Context: an optimization exercise on an open-source flow, tuned for small area. The choices shown serve that exercise and are no tape-out recipe. In this exercise RTL edits were held to simulation tests only and were not proved equivalent to the original. The clock port is modelled as an ideal driver; clocking choices that lean on that would not hold on a real chip. Power figures rest on the tool's default switching activity, not on a simulated workload.

## LR5_TOP
module LR5_TOP(
	input CLK_100,
	input BTN_0,BTN_1,BTN_2,BTN_3,
	output[0:7] ROW, 
	output[0:7] COL_B,
	output[0:15] LED
    );
wire RST = BTN_0;
wire RE = BTN_1;
wire LEFT = BTN_2;
wire RIGHT = BTN_3;
wire [63:0] SHIFT;
SHIFT_REG SH_REG(.clk(CLK_100), .shift_l(LEFT), .shift_r(RIGHT), .rst(RST), .shift(SHIFT));
reg [3:0] K;
reg FRESH;
wire LD = (K == 4'd14);
always @(posedge CLK_100, posedge RST) begin
	if (RST) begin
		K <= 4'd15;
		FRESH <= 1'b1;
	end else begin
		if (LD) FRESH <= 1'b0;
		if (RE) K <= 4'd15;
		else if (K == 4'd15) K <= 4'd14;
		else if (LD) K <= 4'd0;
		else K <= K + 4'd1;
	end
end
wire BLOCK = RE | (LD & FRESH);
wire [3:0] NK = BLOCK ? 4'd0 : ~K;
PWM_FSM PWM(.CLK(CLK_100), .RST(RST), .LD(LD), .NK(NK), .PWM_IN(SHIFT), .PWM_P(LED));
LR5_MATRIX_DISP MATRIX(.CLK(CLK_100), .RST(RST), .SEQ(SHIFT), .ROW(ROW), .COL(COL_B));
endmodule
clock: 10.0 ns
lec_check: 0
cap_margin: 5
core_margin: 2
core_utilization: 50
slew_margin: 5
synth_hierarchical: 1
standard.sh (not shown) runs the stock make flow with config.mk's settings and CLKGATE_MAP_FILE= SYNTH_SCRIPT=/design/flow/synth_recipe.tcl, a recipe that flattens the netlist after the stock synthesis.
==> flow/flow/run.sh <==
#!/bin/bash
# Standard ORFS layout (the standard.sh), with these changes:
#  - port buffers are the smallest buffer cell instead of the one buffer_ports picks;
#  - clock tree synthesis inserts no dummy loads and uses clkbuf_4 buffers;
#    after it, fix_clk_slew.tcl upsizes the clock buffers whose flip-flop
#    clock pins would see too high a slew;
#  - after floorplan, combinational cells get their smallest drive strength
#    (repair_design later upsizes or buffers where slew or load needs it).
set -euo pipefail
export CLK_SLEW_TARGET=0.108
bash standard.sh \
  "BUFFER_PORTS_ARGS=-buffer_cell sky130_fd_sc_hd__buf_1" \
  "CTS_ARGS=-sink_clustering_enable -repair_clock_nets -dont_use_dummy_load -buf_list {sky130_fd_sc_hd__clkbuf_4}" \
  "POST_FLOORPLAN_TCL=$PWD/flow/downsize.tcl" \
  "POST_CTS_TCL=$PWD/flow/fix_clk_slew.tcl" \
  finish > standard_flow.log 2>&1
Other scripts of this flow, unchanged in this note and not shown: flow/flow/downsize.tcl, flow/flow/fix_clk_slew.tcl
Change:
--- a/flow/config.mk
+++ b/flow/config.mk
@@ -8 +8 @@
-export CAP_MARGIN = 5
+export CAP_MARGIN = 0
@@ -10,2 +10,2 @@
-export CORE_UTILIZATION = 50
-export SLEW_MARGIN = 5
+export CORE_UTILIZATION = 55
+export SLEW_MARGIN = 0
=> The changed run finished with timing, DRC and antenna clean; power went down by 0.77%; final area went down by 0.88%; setup slack degrades by 0.24 ns.
Change:
--- a/flow/config.mk
+++ b/flow/config.mk
@@ -8 +8 @@
-export CAP_MARGIN = 0
+export CAP_MARGIN = 5
@@ -11 +11,2 @@
-export SLEW_MARGIN = 0
+export PLACE_DENSITY = 0.75
+export SLEW_MARGIN = 5
Setup slack is better by 0.19 ns. Sequential share of layout area decreases by 0.15 points. Worst hold slack is worse by 0.017 ns. Power increases by 0.35%. Non-clock buffer count increases by 2. Wire length decreases by 8.6%.
Change:
--- a/flow/config.mk
+++ b/flow/config.mk
@@ -11 +10,0 @@
-export PLACE_DENSITY = 0.75
Via count goes down by 1.5%.
Worst setup slack got worse by 0.19 ns.
Design area barely changes.
Combinational power stays flat.
Wire length goes up by 9.4%.

========
Another version of the RTL of LR5_TOP (not shown whole).
Size in the first run: about 750 cells after synthesis, roughly 37 I/O pins, ~7200 sq um of cells after synthesis.
export LEC_CHECK = 0
export ABC_AREA = 1
export CAP_MARGIN = 20
export CORE_MARGIN = 2
export CORE_UTILIZATION = 40
export SLEW_MARGIN = 20
create_clock -name core_clock -period 10.0 [get_ports {CLK_100}]
==> flow/flow/run.sh <==
#!/bin/bash
# Standard ORFS layout (the standard.sh), with two changes:
#  - port buffers are the smallest buffer cell instead of the one buffer_ports picks;
#  - clock tree synthesis inserts no dummy loads and uses small clock buffers.
set -euo pipefail
bash standard.sh \
  "BUFFER_PORTS_ARGS=-buffer_cell sky130_fd_sc_hd__buf_1" \
  "CTS_ARGS=-sink_clustering_enable -repair_clock_nets -dont_use_dummy_load -buf_list {sky130_fd_sc_hd__clkbuf_1 sky130_fd_sc_hd__clkbuf_2 sky130_fd_sc_hd__clkbuf_4 sky130_fd_sc_hd__clkbuf_8}" \
  finish > standard_flow.log 2>&1
The first run went through all stages and came out clean.
Rerun with:
==> flow/run.sh (new file) <==
#!/bin/bash
# synth_recipe.tcl (not shown) runs the flow's synth.tcl, then flattens the netlist and writes it again
# the make line also repeats each setting of config.mk as NAME=value (left out here)
make -C /OpenROAD-flow-scripts/flow DESIGN_CONFIG=/design/flow/config.mk WORK_HOME=/design/flow/orfs CLKGATE_MAP_FILE= SYNTH_SCRIPT=/design/flow/synth_recipe.tcl finish
--- a/flow/config.mk
+++ b/flow/config.mk
@@ -8 +7,0 @@
-export ABC_AREA = 1
removed: flow/flow/run.sh
removed: flow/standard.sh
The changed run passed the timing, DRC and antenna checks.
Critical path depth does not change.
Fmax hardly moves.
Utilization went up by 3.1 points.
Sequential cell count stays the same.
Wire length goes down by 2.4%.
Power climbs by 8.6%.

re-timing with driven ports:
The results above use ideal ports. As a check the final layouts listed here were re-extracted and re-timed, cells and wires unchanged. Step 1: set_driving_cell puts a clkbuf_16 on CLK_100 and a buf_2 on each other input, an assumption about the parent block. Step 2 times the ports against the registers' clock, not the clock port: input delays grow and output delays shrink by t, the midpoint of the rising clock arrivals with the driver on. Slacks: no drivers / after step 1 / after step 2; pairs: no drivers / after step 1.
run	shift t [ns]	setup slack, ns	hold WS [ns]	worst setup path at the end	pins driven straight from the clock port
the first run of note 1	0.572	5.787 / 5.753 / 6.038	0.477 / 0.477 / 0.477	input to register	1
the second run of note 1	0.576	5.549 / 5.511 / 5.973	0.490 / 0.490 / 0.490	input to register	1
the third run of note 1	0.569	5.738 / 5.703 / 6.072	0.473 / 0.473 / 0.473	input to register	1
the fourth run of note 1	0.576	5.549 / 5.511 / 5.973	0.490 / 0.490 / 0.490	input to register	1
the first run of note 2	0.485	5.121 / 5.086 / 5.571	0.451 / 0.451 / 0.451	register to output	1
the second run of note 2	0.466	5.107 / 5.064 / 5.224	0.498 / 0.498 / 0.498	input to register	1
After both steps setup and hold are still met in every run listed.
